From an optimization exercise on the open Yosys and OpenROAD flow, aimed at small area; shortcuts taken in it are not production practice. Function was checked by simulation only, so behaviour that the tests miss may differ from the original. No activity file was given, so power comes from the tool's default toggle rates.

==> flow/config.mk <==
export PLATFORM = sky130hd
export DESIGN_NAME = rst_cipher
export DESIGN_NICKNAME = rst_cipher
export VERILOG_FILES = /design/flow/design.v
export SDC_FILE = /design/flow/constraint.sdc
export NUM_CORES = 4
export LEC_CHECK = 0
export CAP_MARGIN = 20
export CORE_MARGIN = 2
export CORE_UTILIZATION = 40
export SLEW_MARGIN = 20
==> flow/constraint.sdc <==
create_clock -name core_clock -period 6.0 [get_ports {clk}]
set_input_delay 1.2000 -clock core_clock [delete_from_list [all_inputs] [get_ports {clk}]]
set_output_delay 1.2000 -clock core_clock [all_outputs]
set_load 0.01 [all_outputs]
==> flow/design.v <==
module rst_cipher(
   input clk
  ,input rst_n
  ,input ptxt_valid
  ,input [11:0][7:0] key
  ,input [7:0] ptxt_char
  ,output reg [15:0] ctxt_str
  ,output reg ctxt_ready
  ,output reg err_invalid_ptxt_char
  ,output reg err_invalid_key
  ,output reg key_not_installed  
);
  wire [11:0][7:0] rot_table;
  wire key_valid;
  wire is_key_installed;
  wire ptxt_invalid;
  reg ctxt_ready_reg;
  reg [15:0] ctxt_str_reg;
  check_key check(
    .c0(key[0]),
    .c1(key[1]),
    .c2(key[2]),
    .c3(key[3]),
    .c4(key[4]),
    .c5(key[5]),
    .c6(key[6]),
    .c7(key[7]),
    .c8(key[8]),
    .c9(key[9]),
    .c10(key[10]),
    .c11(key[11]),
    .is_valid(key_valid)
  );
  always @ (posedge clk or negedge rst_n)
    if(!rst_n) begin
      ctxt_str <= {2{8'h00}};
      ctxt_ready <= 0;
      err_invalid_key <= 0;
      err_invalid_ptxt_char <= 0;
      key_not_installed <= 1;
    end else begin
      err_invalid_key <= !key_valid;
      ctxt_str <= ctxt_str_reg;
      ctxt_ready <= ctxt_ready_reg;
      key_not_installed <= !is_key_installed;
      err_invalid_ptxt_char <= ptxt_invalid;
    end
  rot_table ROT_TABLE(
    .clk(clk),
    .rst_n(rst_n),
    .key_valid(key_valid),
    .ctxt_valid(ctxt_ready_reg),  
    .key(key),
    .rot_table(rot_table),
    .is_table_initialized(is_key_installed)
  );
  substitution_law SUB_LAW(
    .ptxt_char(ptxt_char),
    .ptxt_valid(ptxt_valid),
    .rot_table(rot_table),
    .is_key_installed(is_key_installed),
    .ctxt_str(ctxt_str_reg),
    .ctxt_valid(ctxt_ready_reg),
    .err_invalid_ptxt_char(ptxt_invalid)
  );
endmodule
module rot_table (
   input clk
  ,input rst_n
  ,input key_valid
  ,input ctxt_valid
  ,input [11:0][7:0] key
  ,output reg [11:0][7:0] rot_table
  ,output reg is_table_initialized
);
  reg [7:0] temp_row;
  reg [7:0] temp_column;
  always @ (posedge clk or negedge rst_n) 
    if(!rst_n) begin
      rot_table <= {12{8'd0}};
      temp_row <= 8'd0;
      temp_column <= 8'd0;
      is_table_initialized <= 0;
    end else if(key_valid && !is_table_initialized) begin
      rot_table[0] <= key[11];
      rot_table[1] <= key[1];
      rot_table[2] <= key[9];
      rot_table[3] <= key[3];
      rot_table[4] <= key[7];
      rot_table[5] <= key[5];
      rot_table[6] <= key[10];
      rot_table[7] <= key[0]; 
      rot_table[8] <= key[8]; 
      rot_table[9] <= key[2]; 
      rot_table[10] <= key[6]; 
      rot_table[11] <= key[4];
      temp_row <= key[5];
      temp_column <= key[4];
      is_table_initialized <= 1;
    end else if(ctxt_valid) begin
      rot_table[0] <= temp_row;
      rot_table[1] <= rot_table[0];
      rot_table[2] <= rot_table[1];
      rot_table[3] <= rot_table[2];
      rot_table[4] <= rot_table[3];
      rot_table[5] <= rot_table[4];
      rot_table[6] <=  temp_column;
      rot_table[7] <=  rot_table[6]; 
      rot_table[8] <=  rot_table[7]; 
      rot_table[9] <=  rot_table[8]; 
      rot_table[10] <= rot_table[9]; 
      rot_table[11] <= rot_table[10];
      temp_row <= rot_table[4];
      temp_column <= rot_table[10];
    end
endmodule
module check_key (c0,c1,c2,c3,c4,c5,c6,c7,c8,c9,c10,c11,is_valid);
  input [7:0] c0,c1,c2,c3,c4,c5,c6,c7,c8,c9,c10,c11;
  output is_valid;
  wire check_all,check0,check1,check2,check3,check4,check5,check6,check7,check8,check9,check10,check11;
  wire  [7:0] key [11:0];
  localparam NUL_CHAR = 8'h00;
  localparam UPPERCASE_A_CHAR = 8'h41;
  localparam UPPERCASE_Z_CHAR = 8'h5A;
  localparam LOWERCASE_A_CHAR = 8'h61;
  localparam LOWERCASE_Z_CHAR = 8'h7A;
  localparam DIGIT_0_CHAR = 8'h30;
  localparam DIGIT_9_CHAR = 8'h39;
  wire       	c0_char_is_uppercase_letter;
  wire       	c0_char_is_lowercase_letter;
  wire 		  	c0_char_is_digit;
  wire       	c0_char_is_valid;
  wire       	c1_char_is_uppercase_letter;
  wire       	c1_char_is_lowercase_letter;
  wire 		  	c1_char_is_digit;
  wire       	c1_char_is_valid;
  wire       	c2_char_is_uppercase_letter;
  wire       	c2_char_is_lowercase_letter;
  wire 		  	c2_char_is_digit;
  wire       	c2_char_is_valid;
  wire       	c3_char_is_uppercase_letter;
  wire       	c3_char_is_lowercase_letter;
  wire 		  	c3_char_is_digit;
  wire       	c3_char_is_valid;
  wire       	c4_char_is_uppercase_letter;
  wire       	c4_char_is_lowercase_letter;
  wire 		  	c4_char_is_digit;
  wire       	c4_char_is_valid;
  wire       	c5_char_is_uppercase_letter;
  wire       	c5_char_is_lowercase_letter;
  wire 		  	c5_char_is_digit;
  wire       	c5_char_is_valid;
  wire       	c6_char_is_uppercase_letter;
  wire       	c6_char_is_lowercase_letter;
  wire 		  	c6_char_is_digit;
  wire       	c6_char_is_valid;
  wire       	c7_char_is_uppercase_letter;
  wire       	c7_char_is_lowercase_letter;
  wire 		  	c7_char_is_digit;
  wire       	c7_char_is_valid;
  wire       	c8_char_is_uppercase_letter;
  wire       	c8_char_is_lowercase_letter;
  wire 		  	c8_char_is_digit;
  wire       	c8_char_is_valid;
  wire       	c9_char_is_uppercase_letter;
  wire       	c9_char_is_lowercase_letter;
  wire 		  	c9_char_is_digit;
  wire       	c9_char_is_valid;
  wire       	c10_char_is_uppercase_letter;
  wire       	c10_char_is_lowercase_letter;
  wire 		  	c10_char_is_digit;
  wire       	c10_char_is_valid;
  wire       	c11_char_is_uppercase_letter;
  wire       	c11_char_is_lowercase_letter;
  wire 		  	c11_char_is_digit;
  wire       	c11_char_is_valid;
  wire 			  keyformalvalid;
  assign c0_char_is_uppercase_letter = (c0 >= UPPERCASE_A_CHAR) && (c0 <= UPPERCASE_Z_CHAR);                                  
  assign c0_char_is_lowercase_letter = (c0 >= LOWERCASE_A_CHAR) && (c0 <= LOWERCASE_Z_CHAR);                                        											  
  assign c0_char_is_digit = (c0 >= DIGIT_0_CHAR) && (c0 <= DIGIT_9_CHAR);                                                                              
  assign c0_char_is_valid = c0_char_is_uppercase_letter || c0_char_is_lowercase_letter || c0_char_is_digit; 
  assign c1_char_is_uppercase_letter = (c1 >= UPPERCASE_A_CHAR) && (c1 <= UPPERCASE_Z_CHAR);                                  
  assign c1_char_is_lowercase_letter = (c1 >= LOWERCASE_A_CHAR) && (c1 <= LOWERCASE_Z_CHAR);                                        											  
  assign c1_char_is_digit = (c1 >= DIGIT_0_CHAR) && (c1 <= DIGIT_9_CHAR);                                                                              
  assign c1_char_is_valid = c1_char_is_uppercase_letter || c1_char_is_lowercase_letter || c1_char_is_digit; 
  assign c2_char_is_uppercase_letter = (c2 >= UPPERCASE_A_CHAR) && (c2 <= UPPERCASE_Z_CHAR);                                  
  assign c2_char_is_lowercase_letter = (c2 >= LOWERCASE_A_CHAR) && (c2 <= LOWERCASE_Z_CHAR);                                        											  
  assign c2_char_is_digit = (c2 >= DIGIT_0_CHAR) && (c2 <= DIGIT_9_CHAR);                                                                              
  assign c2_char_is_valid = c2_char_is_uppercase_letter || c2_char_is_lowercase_letter || c2_char_is_digit; 
  assign c3_char_is_uppercase_letter = (c3 >= UPPERCASE_A_CHAR) && (c3 <= UPPERCASE_Z_CHAR);                                  
  assign c3_char_is_lowercase_letter = (c3 >= LOWERCASE_A_CHAR) && (c3 <= LOWERCASE_Z_CHAR);                                        											  
  assign c3_char_is_digit = (c3 >= DIGIT_0_CHAR) && (c3 <= DIGIT_9_CHAR);                                                                              
  assign c3_char_is_valid = c3_char_is_uppercase_letter || c3_char_is_lowercase_letter || c3_char_is_digit; 
  assign c4_char_is_uppercase_letter = (c4 >= UPPERCASE_A_CHAR) && (c4 <= UPPERCASE_Z_CHAR);                                  
  assign c4_char_is_lowercase_letter = (c4 >= LOWERCASE_A_CHAR) && (c4 <= LOWERCASE_Z_CHAR);                                        											  
  assign c4_char_is_digit = (c4 >= DIGIT_0_CHAR) && (c4 <= DIGIT_9_CHAR);                                                                              
  assign c4_char_is_valid = c4_char_is_uppercase_letter || c4_char_is_lowercase_letter || c4_char_is_digit; 
  assign c5_char_is_uppercase_letter = (c5 >= UPPERCASE_A_CHAR) && (c5 <= UPPERCASE_Z_CHAR);                                  
  assign c5_char_is_lowercase_letter = (c5 >= LOWERCASE_A_CHAR) && (c5 <= LOWERCASE_Z_CHAR);                                        											  
  assign c5_char_is_digit = (c5 >= DIGIT_0_CHAR) && (c5 <= DIGIT_9_CHAR);                                                                              
  assign c5_char_is_valid = c5_char_is_uppercase_letter || c5_char_is_lowercase_letter || c5_char_is_digit; 
  assign c6_char_is_uppercase_letter = (c6 >= UPPERCASE_A_CHAR) && (c6 <= UPPERCASE_Z_CHAR);                                  
  assign c6_char_is_lowercase_letter = (c6 >= LOWERCASE_A_CHAR) && (c6 <= LOWERCASE_Z_CHAR);                                        											  
  assign c6_char_is_digit = (c6 >= DIGIT_0_CHAR) && (c6 <= DIGIT_9_CHAR);                                                                              
  assign c6_char_is_valid = c6_char_is_uppercase_letter || c6_char_is_lowercase_letter || c6_char_is_digit; 
  assign c7_char_is_uppercase_letter = (c7 >= UPPERCASE_A_CHAR) && (c7 <= UPPERCASE_Z_CHAR);                                  
  assign c7_char_is_lowercase_letter = (c7 >= LOWERCASE_A_CHAR) && (c7 <= LOWERCASE_Z_CHAR);                                        											  
  assign c7_char_is_digit = (c7 >= DIGIT_0_CHAR) && (c7 <= DIGIT_9_CHAR);                                                                              
  assign c7_char_is_valid = c7_char_is_uppercase_letter || c7_char_is_lowercase_letter || c7_char_is_digit; 
  assign c8_char_is_uppercase_letter = (c8 >= UPPERCASE_A_CHAR) && (c8 <= UPPERCASE_Z_CHAR);                                  
  assign c8_char_is_lowercase_letter = (c8 >= LOWERCASE_A_CHAR) && (c8 <= LOWERCASE_Z_CHAR);                                        											  
  assign c8_char_is_digit = (c8 >= DIGIT_0_CHAR) && (c8 <= DIGIT_9_CHAR);                                                                              
  assign c8_char_is_valid = c8_char_is_uppercase_letter || c8_char_is_lowercase_letter || c8_char_is_digit; 
  assign c9_char_is_uppercase_letter = (c9 >= UPPERCASE_A_CHAR) && (c9 <= UPPERCASE_Z_CHAR);                                  
  assign c9_char_is_lowercase_letter = (c9 >= LOWERCASE_A_CHAR) && (c9 <= LOWERCASE_Z_CHAR);                                        											  
  assign c9_char_is_digit = (c9 >= DIGIT_0_CHAR) && (c9 <= DIGIT_9_CHAR);                                                                              
  assign c9_char_is_valid = c9_char_is_uppercase_letter || c9_char_is_lowercase_letter || c9_char_is_digit; 
  assign c10_char_is_uppercase_letter = (c10 >= UPPERCASE_A_CHAR) && (c10 <= UPPERCASE_Z_CHAR);                                  
  assign c10_char_is_lowercase_letter = (c10 >= LOWERCASE_A_CHAR) && (c10 <= LOWERCASE_Z_CHAR);                                        											  
  assign c10_char_is_digit = (c10 >= DIGIT_0_CHAR) && (c10 <= DIGIT_9_CHAR);                                                                              
  assign c10_char_is_valid = c10_char_is_uppercase_letter || c10_char_is_lowercase_letter || c10_char_is_digit; 
  assign c11_char_is_uppercase_letter = (c11 >= UPPERCASE_A_CHAR) && (c11 <= UPPERCASE_Z_CHAR);                                  
  assign c11_char_is_lowercase_letter = (c11 >= LOWERCASE_A_CHAR) && (c11 <= LOWERCASE_Z_CHAR);                                        											  
  assign c11_char_is_digit = (c11 >= DIGIT_0_CHAR) && (c11 <= DIGIT_9_CHAR);                                                                              
  assign c11_char_is_valid = c11_char_is_uppercase_letter || c11_char_is_lowercase_letter || c11_char_is_digit;
  assign keyformalvalid = c0_char_is_valid &&
              c1_char_is_valid && 
              c2_char_is_valid && 
              c3_char_is_valid && 
              c4_char_is_valid && 
              c5_char_is_valid && 
              c6_char_is_valid && 
              c7_char_is_valid && 
              c8_char_is_valid && 
              c9_char_is_valid && 
              c10_char_is_valid && 
              c11_char_is_valid;
  assign check0  = (c0==c1)||(c0==c2)||(c0==c3)||(c0==c4)||(c0==c5)||(c0==c6)||(c0==c7)||(c0==c8)||(c0==c9)||(c0==c10)||(c0==c11);						
  assign check1  = (c1==c2)||(c1==c3)||(c1==c4)||(c1==c5)||(c1==c6)||(c1==c7)||(c1==c8)||(c1==c9)||(c1==c10)||(c1==c11);	
  assign check2  = (c2==c3)||(c2==c4)||(c2==c5)||(c2==c6)||(c2==c7)||(c2==c8)||(c2==c9)||(c2==c10)||(c2==c11);	
  assign check3  = (c3==c4)||(c3==c5)||(c3==c6)||(c3==c7)||(c3==c8)||(c3==c9)||(c3==c10)||(c3==c11);	
  assign check4  = (c4==c5)||(c4==c6)||(c4==c7)||(c4==c8)||(c4==c9)||(c4==c10)||(c4==c11);	
  assign check5  = (c5==c6)||(c5==c7)||(c5==c8)||(c5==c9)||(c5==c10)||(c5==c11);	
  assign check6  = (c6==c7)||(c6==c8)||(c6==c9)||(c6==c10)||(c6==c11);	
  assign check7  = (c7==c8)||(c7==c9)||(c7==c10)||(c7==c11);	
  assign check8  = (c8==c9)||(c8==c10)||(c8==c11);	
  assign check9  = (c9==c10)||(c9==c11);	
  assign check10 = (c10==c11);	
  assign check_all = check0||check1||check2||check3||check4||check5||check6||check7||check8||check9||check10;						
  assign is_valid = (keyformalvalid===1'b1) && (check_all===1'b0) ? 1'b1:1'b0;
endmodule
module substitution_law(
  input [7:0] ptxt_char,
  input [11:0][7:0] rot_table,
  input ptxt_valid,
  input is_key_installed,
  output reg [15:0] ctxt_str, 
  output reg ctxt_valid,
  output err_invalid_ptxt_char
);
  localparam NUL_CHAR = 8'h00;
  localparam UPPERCASE_A_CHAR = 8'h41;
  localparam UPPERCASE_Z_CHAR = 8'h5A;
  localparam LOWERCASE_A_CHAR = 8'h61;
  localparam LOWERCASE_Z_CHAR = 8'h7A;
  localparam DIGIT_0_CHAR = 8'h30;
  localparam DIGIT_9_CHAR = 8'h39;
  wire is_uppercase_char;
  wire is_lowercase_char;
  wire is_digit_char;
  assign is_uppercase_char =  (ptxt_char >= UPPERCASE_A_CHAR) &&
                              (ptxt_char <= UPPERCASE_Z_CHAR);
  assign is_lowercase_char =  (ptxt_char >= LOWERCASE_A_CHAR) &&
                              (ptxt_char <= LOWERCASE_Z_CHAR);
  assign is_digit_char =  (ptxt_char >= DIGIT_0_CHAR) &&
                              (ptxt_char <= DIGIT_9_CHAR);
  assign err_invalid_ptxt_char = !(is_digit_char || is_uppercase_char || is_lowercase_char);
  always @(*) begin
    ctxt_valid = 0;
    if(!err_invalid_ptxt_char && ptxt_valid && is_key_installed) begin
      ctxt_valid = 1;
      case(ptxt_char)
        (8'd97) : ctxt_str = {rot_table[0],rot_table[6]}; 
        (8'd98) : ctxt_str = {rot_table[0],rot_table[7]}; 
        (8'd99) : ctxt_str = {rot_table[0],rot_table[8]}; 
        (8'd100) : ctxt_str = {rot_table[0],rot_table[9]}; 
        (8'd101) : ctxt_str = {rot_table[0],rot_table[10]}; 
        (8'd102) : ctxt_str = {rot_table[0],rot_table[11]}; 
        (8'd103) : ctxt_str = {rot_table[1],rot_table[6]}; 
        (8'd104) : ctxt_str = {rot_table[1],rot_table[7]}; 
        (8'd105) : ctxt_str = {rot_table[1],rot_table[8]}; 
        (8'd106) : ctxt_str = {rot_table[1],rot_table[9]}; 
        (8'd107) : ctxt_str = {rot_table[1],rot_table[10]}; 
        (8'd108) : ctxt_str = {rot_table[1],rot_table[11]}; 
        (8'd109) : ctxt_str = {rot_table[2],rot_table[6]}; 
        (8'd110) : ctxt_str = {rot_table[2],rot_table[7]}; 
        (8'd111) : ctxt_str = {rot_table[2],rot_table[8]}; 
        (8'd112) : ctxt_str = {rot_table[2],rot_table[9]}; 
        (8'd113) : ctxt_str = {rot_table[2],rot_table[10]}; 
        (8'd114) : ctxt_str = {rot_table[2],rot_table[11]}; 
        (8'd115) : ctxt_str = {rot_table[3],rot_table[6]}; 
        (8'd116) : ctxt_str = {rot_table[3],rot_table[7]}; 
        (8'd117) : ctxt_str = {rot_table[3],rot_table[8]}; 
        (8'd118) : ctxt_str = {rot_table[3],rot_table[9]}; 
        (8'd119) : ctxt_str = {rot_table[3],rot_table[10]}; 
        (8'd120) : ctxt_str = {rot_table[3],rot_table[11]}; 
        (8'd121) : ctxt_str = {rot_table[4],rot_table[6]}; 
        (8'd122) : ctxt_str = {rot_table[4],rot_table[7]};
        (8'd65) : ctxt_str = {rot_table[0],rot_table[6]}; 
        (8'd66) : ctxt_str = {rot_table[0],rot_table[7]}; 
        (8'd67) : ctxt_str = {rot_table[0],rot_table[8]}; 
        (8'd68) : ctxt_str = {rot_table[0],rot_table[9]}; 
        (8'd69) : ctxt_str = {rot_table[0],rot_table[10]}; 
        (8'd70) : ctxt_str = {rot_table[0],rot_table[11]}; 
        (8'd71) : ctxt_str = {rot_table[1],rot_table[6]}; 
        (8'd72) : ctxt_str = {rot_table[1],rot_table[7]}; 
        (8'd73) : ctxt_str = {rot_table[1],rot_table[8]}; 
        (8'd74) : ctxt_str = {rot_table[1],rot_table[9]}; 
        (8'd75) : ctxt_str = {rot_table[1],rot_table[10]}; 
        (8'd76) : ctxt_str = {rot_table[1],rot_table[11]}; 
        (8'd77) : ctxt_str = {rot_table[2],rot_table[6]}; 
        (8'd78) : ctxt_str = {rot_table[2],rot_table[7]}; 
        (8'd79) : ctxt_str = {rot_table[2],rot_table[8]}; 
        (8'd80) : ctxt_str = {rot_table[2],rot_table[9]}; 
        (8'd81) : ctxt_str = {rot_table[2],rot_table[10]}; 
        (8'd82) : ctxt_str = {rot_table[2],rot_table[11]}; 
        (8'd83) : ctxt_str = {rot_table[3],rot_table[6]}; 
        (8'd84) : ctxt_str = {rot_table[3],rot_table[7]}; 
        (8'd85) : ctxt_str = {rot_table[3],rot_table[8]}; 
        (8'd86) : ctxt_str = {rot_table[3],rot_table[9]}; 
        (8'd87) : ctxt_str = {rot_table[3],rot_table[10]}; 
        (8'd88) : ctxt_str = {rot_table[3],rot_table[11]}; 
        (8'd89) : ctxt_str = {rot_table[4],rot_table[6]}; 
        (8'd90) : ctxt_str = {rot_table[4],rot_table[7]};
        (8'd48) : ctxt_str = {rot_table[4],rot_table[8]}; 
        (8'd49) : ctxt_str = {rot_table[4],rot_table[9]}; 
        (8'd50) : ctxt_str = {rot_table[4],rot_table[10]}; 
        (8'd51) : ctxt_str = {rot_table[4],rot_table[11]}; 
        (8'd52) : ctxt_str = {rot_table[5],rot_table[6]}; 
        (8'd53) : ctxt_str = {rot_table[5],rot_table[7]}; 
        (8'd54) : ctxt_str = {rot_table[5],rot_table[8]}; 
        (8'd55) : ctxt_str = {rot_table[5],rot_table[9]}; 
        (8'd56) : ctxt_str = {rot_table[5],rot_table[10]}; 
        (8'd57) : ctxt_str = {rot_table[5],rot_table[11]};
        default: begin
          ctxt_str = {2{8'h00}};
          ctxt_valid = 0;
        end
      endcase
    end else begin
      ctxt_valid = 0;
      ctxt_str = {2{8'h00}};
    end
  end
endmodule
==> flow/run.sh <==
#!/bin/bash
# synth_recipe.tcl (not shown) runs the flow's synth.tcl, then flattens the netlist and writes it again
# the make line also repeats each setting of config.mk as NAME=value (left out here)
make -C /OpenROAD-flow-scripts/flow DESIGN_CONFIG=/design/flow/config.mk WORK_HOME=/design/flow/orfs CLKGATE_MAP_FILE= SYNTH_SCRIPT=/design/flow/synth_recipe.tcl finish
==> flow_metrics.py <==
metrics = {
    "status": {
        "status": "finished clean",
    },
    "yosys": {
        "synth_top_cell_by_area": "xor2_1",
        "synth.avg_cell_area_um2": 8.620,
        "synth-edff-count": 0,
        "synth.yosys.warnings": 3,
        "synth_seq_cells": 117,
        "synth_async_sr_flop_share_pct": 100.0,
        "synth_area_mm2": 0.01360,
        "synth_top_area_share_pct": 21.89,
        "ys_seq_area_share_pct": 21.53,
        "yosysUniqueCellTypes": 52,
        "ys_top_cells_by_area": "xor2_1 22%, dfrtp_1 21%, xnor2_1 12%",
        "synth_flop_cell": "dfrtp_1",
        "synthesis.nets": 1685,
        "synthCells": 1578,
    },
    "clock_network": {
        "cts.path.max_buffers": 2,
        "postCtsResizedCells": 0,
        "clkLatencyLatePin_ns": 0.42,
        "cts-root-buf": "clkbuf_16",
        "numCtsBuffers": 17,
        "cts_setup_buffers": 0,
        "hold_buffers": 0,
        "htree_levels": 4,
        "clkTransAtPathRegs_ns": 0.05,
        "cts_tree": "yes",
        "clock_sinks": 117,
    },
    "power": {
        "p_per_area_mw_per_mm2": 175.0,
        "power.leakage_nw": 6.294,
        "vdd_drop_max_uv": 180.0,
    },
    "worst_setup_path": {
        "path_max_fanout": 96,
        "crit_path_end_kind": "register",
        "crit_required_ns": 6.30,
        "r2r_cells": 4,
        "slowest_delay_ns": 1.17,
        "critPathSlowestCell": "clkdlybuf4s50_1",
        "r2r-start": "ROT_TABLE.is_table_initialized",
        "path_common_cell": "nor4_1",
        "worstPathArrival_ns": 5.13,
        "reg2reg_slack_ns": 3.66,
        "r2r-end": "ROT_TABLE.temp_column[2]",
        "crit_chain": "clkdlybuf4s50_1 > buf_4 > xor2_1 > nor4_1 > nand2_1 > o21ai_0 > nor4_1 > nand3_1 > nor3_4 > buf_12 > mux2_2",
        "path_class": "in2reg",
        "startpoint_type": "input pin",
    },
    "floorplanning": {
        "fp.dieH_um": 188.4,
        "die_x_um": 188.4,
        "num_rows": 67,
        "core_mm2": 0.03353,
        "die-area_mm2": 0.03550,
        "start_util_pct": 40.56,
        "io_pins": 127,
    },
    "cells_and_area": {
        "largest_reg_flops": 88,
        "multi_input_area_mm2": 0.009514,
        "regArea_mm2": 0.002929,
        "fin_area_mm2": 0.01568,
        "fin_util_pct": 46.76,
        "drive_gt1_share_pct": 16.40,
        "num-fill-cells": 3254,
        "final_cell_mix": "340 x xor2_1, 192 x xnor2_1, 129 x mux2_2",
        "layout.nets": 1704,
        "final_common_cell": "xor2_1",
        "stdcell_count": 2058,
        "diodes": 0,
        "syn_to_final_growth_pct": 15.28,
    },
    "route": {
        "vias": 12678,
        "routed_wl_mm": 56.08,
        "wl_per_cell_um": 27.25,
        "firstDrtPassIters": 9,
        "final_antenna_net_count": 0,
        "avgViaCountPerCell": 6.160,
        "drc": 0,
        "dr.first_iter.drc_count": 1539,
    },
    "timing": {
        "maxSlewHeadroom_pct": 21.59,
        "tightest_slew_ns": 1.172,
        "whs_ns": 0.5129,
        "fin_crit_sh_pct": 80.50,
        "rsz0062_at_grt": "false",
        "fmax_mhz": 207.1,
        "finalHoldViolCount": 0,
        "finClkSkew_ns": 0.007249,
        "maxSlewViolCount": 0,
        "post-route-min-period_ns": 4.830,
        "setup_viol": 0,
        "setup-tns-final_ns": 0,
    },
    "placed_design": {
        "port_buffers": 126,
        "gp_congestion": 1.091,
        "hpwl_mm": 39.02,
        "dpl_cell_area_mm2": 0.01504,
        "post-place-cells": 2025,
    },
    "worst_hold_path": {
        "hold_end": "ROT_TABLE.rot_table[23]",
        "hold_path_class": "reg2reg",
        "whs_path_depth": 2,
        "min-delay-start": "ROT_TABLE.rot_table[15]",
    },
    "grt": {
        "first_global_vias": 12708,
        "grt_overflow": 0,
        "grt_max_degree": 97,
        "grt_pass1_wl_mm": 83.05,
        "grt_usage_pct": 31.21,
        "grt_antenna_before_repair": 0,
    },
    "flow_run": {
        "maxCapViolCount": 0,
    },
}
==> worst max-delay path, delay by kind of cell <==
family          cells  cell delay (ns)
mux                 1             0.41
buf+inv             3             1.83
simple gates        5             1.26
xor+xnor            1             0.15
compound gates      1             0.11
==> where the power goes <==
group / internal, W / leakage, nW / total [W] / switching (W)
combinational: 0.000327 / 4.37 / 0.000856 / 0.000529
sequential: 0.000791 / 1.62 / 0.000791 / 0.000000210
clock: 0.000737 / 0.306 / 0.00110 / 0.000360
total: 0.00185 / 6.29 / 0.00274 / 0.000889
==> worst max-delay path by stage <==
stage	from	to	slack, ns
floorplan	key[26]	ROT_TABLE.rot_table[58]	2.34
global placement	key[83]	ROT_TABLE.temp_column[5]	0.95
detailed placement	key[84]	ROT_TABLE.temp_column[2]	0.91
CTS	key[84]	ROT_TABLE.temp_column[2]	1.34
global route	key[32]	ROT_TABLE.rot_table[66]	1.11
finish	key[66]	ROT_TABLE.temp_column[2]	1.17
==> routing by layer <==
layer | up-vias | wire length [um] | GRT usage, %
met5 | - | 0 | 0
met2 | 856 | 24000 | 46.35
met1 | 6203 | 23120 | 43.18
li1 | 5416 | - | -
met3 | 203 | 5998 | 5.495
met4 | 0 | 2963 | 16.41
==> synthesized netlist by cell type (16+ instances only) <==
library cell,count
xor2_1,340
xnor2_1,192
buf_2,145
mux2_2,129
dfrtp_1,116
nand2_1,116
nor4_1,106
nand4_1,65
clkbuf_1,48
nor2_1,43
a21oi_1,30
mux2i_1,30
inv_1,29
o21ai_0,21
or4_1,18
a222oi_1,16
==> layout make-up <==
cell class / instances / share of cell area [%]
tap: 448 / 3.575
clock buffer: 24 / 3.136
inverter: 29 / 0.7022
clock inverter: 8 / 0.9256
timing repair buffer: 216 / 12.30
multi-input combinational: 1216 / 60.68
sequential: 117 / 18.68
==> cells by family after synthesis <==
logic type,synth area share [%]
flops,21.53
mux,13.88
buf+inv,8.757
simple gates,14.81
compound gates,6.761
xor+xnor,34.26
==> through the flow <==
stage / setup slack, ns / total power (W)
3_5_place_dp: 0.9148 / 0.001632
5_1_grt: 1.115 / 0.002838
3_3_place_gp: 0.9538 / 0.001626
6_report: 1.170 / 0.002744
2_1_floorplan: 2.336 / 0.001349
4_1_cts: 1.339 / 0.002734

-- re-timing with driven ports --
Ports are ideal in the flow. The routed layout listed here was re-timed in OpenROAD.
Step 1 sets driving cells, clkbuf_16 on the clock port and buf_2 on the other inputs (assumed; they add their load-dependent delay and slew).
Step 2, shift: input delay + t, output delay - t, t = (earliest + latest rising clock arrival at the registers) / 2. This alone moves slack from input paths to output paths.
Three values: ideal ports, drivers, drivers and shift; two values: the first two.
t (ns): 0.461
slack for setup (ns): 1.170 / 1.194 / 0.733
worst setup path after step 2: input to register
worst data-port slew with drivers (ns): 0.04
cell pins on the clock port's net: 1
After both steps this run still meets setup and hold. The setup slack of this run moves by +0.024 ns with the drivers and by -0.437 ns with both steps.
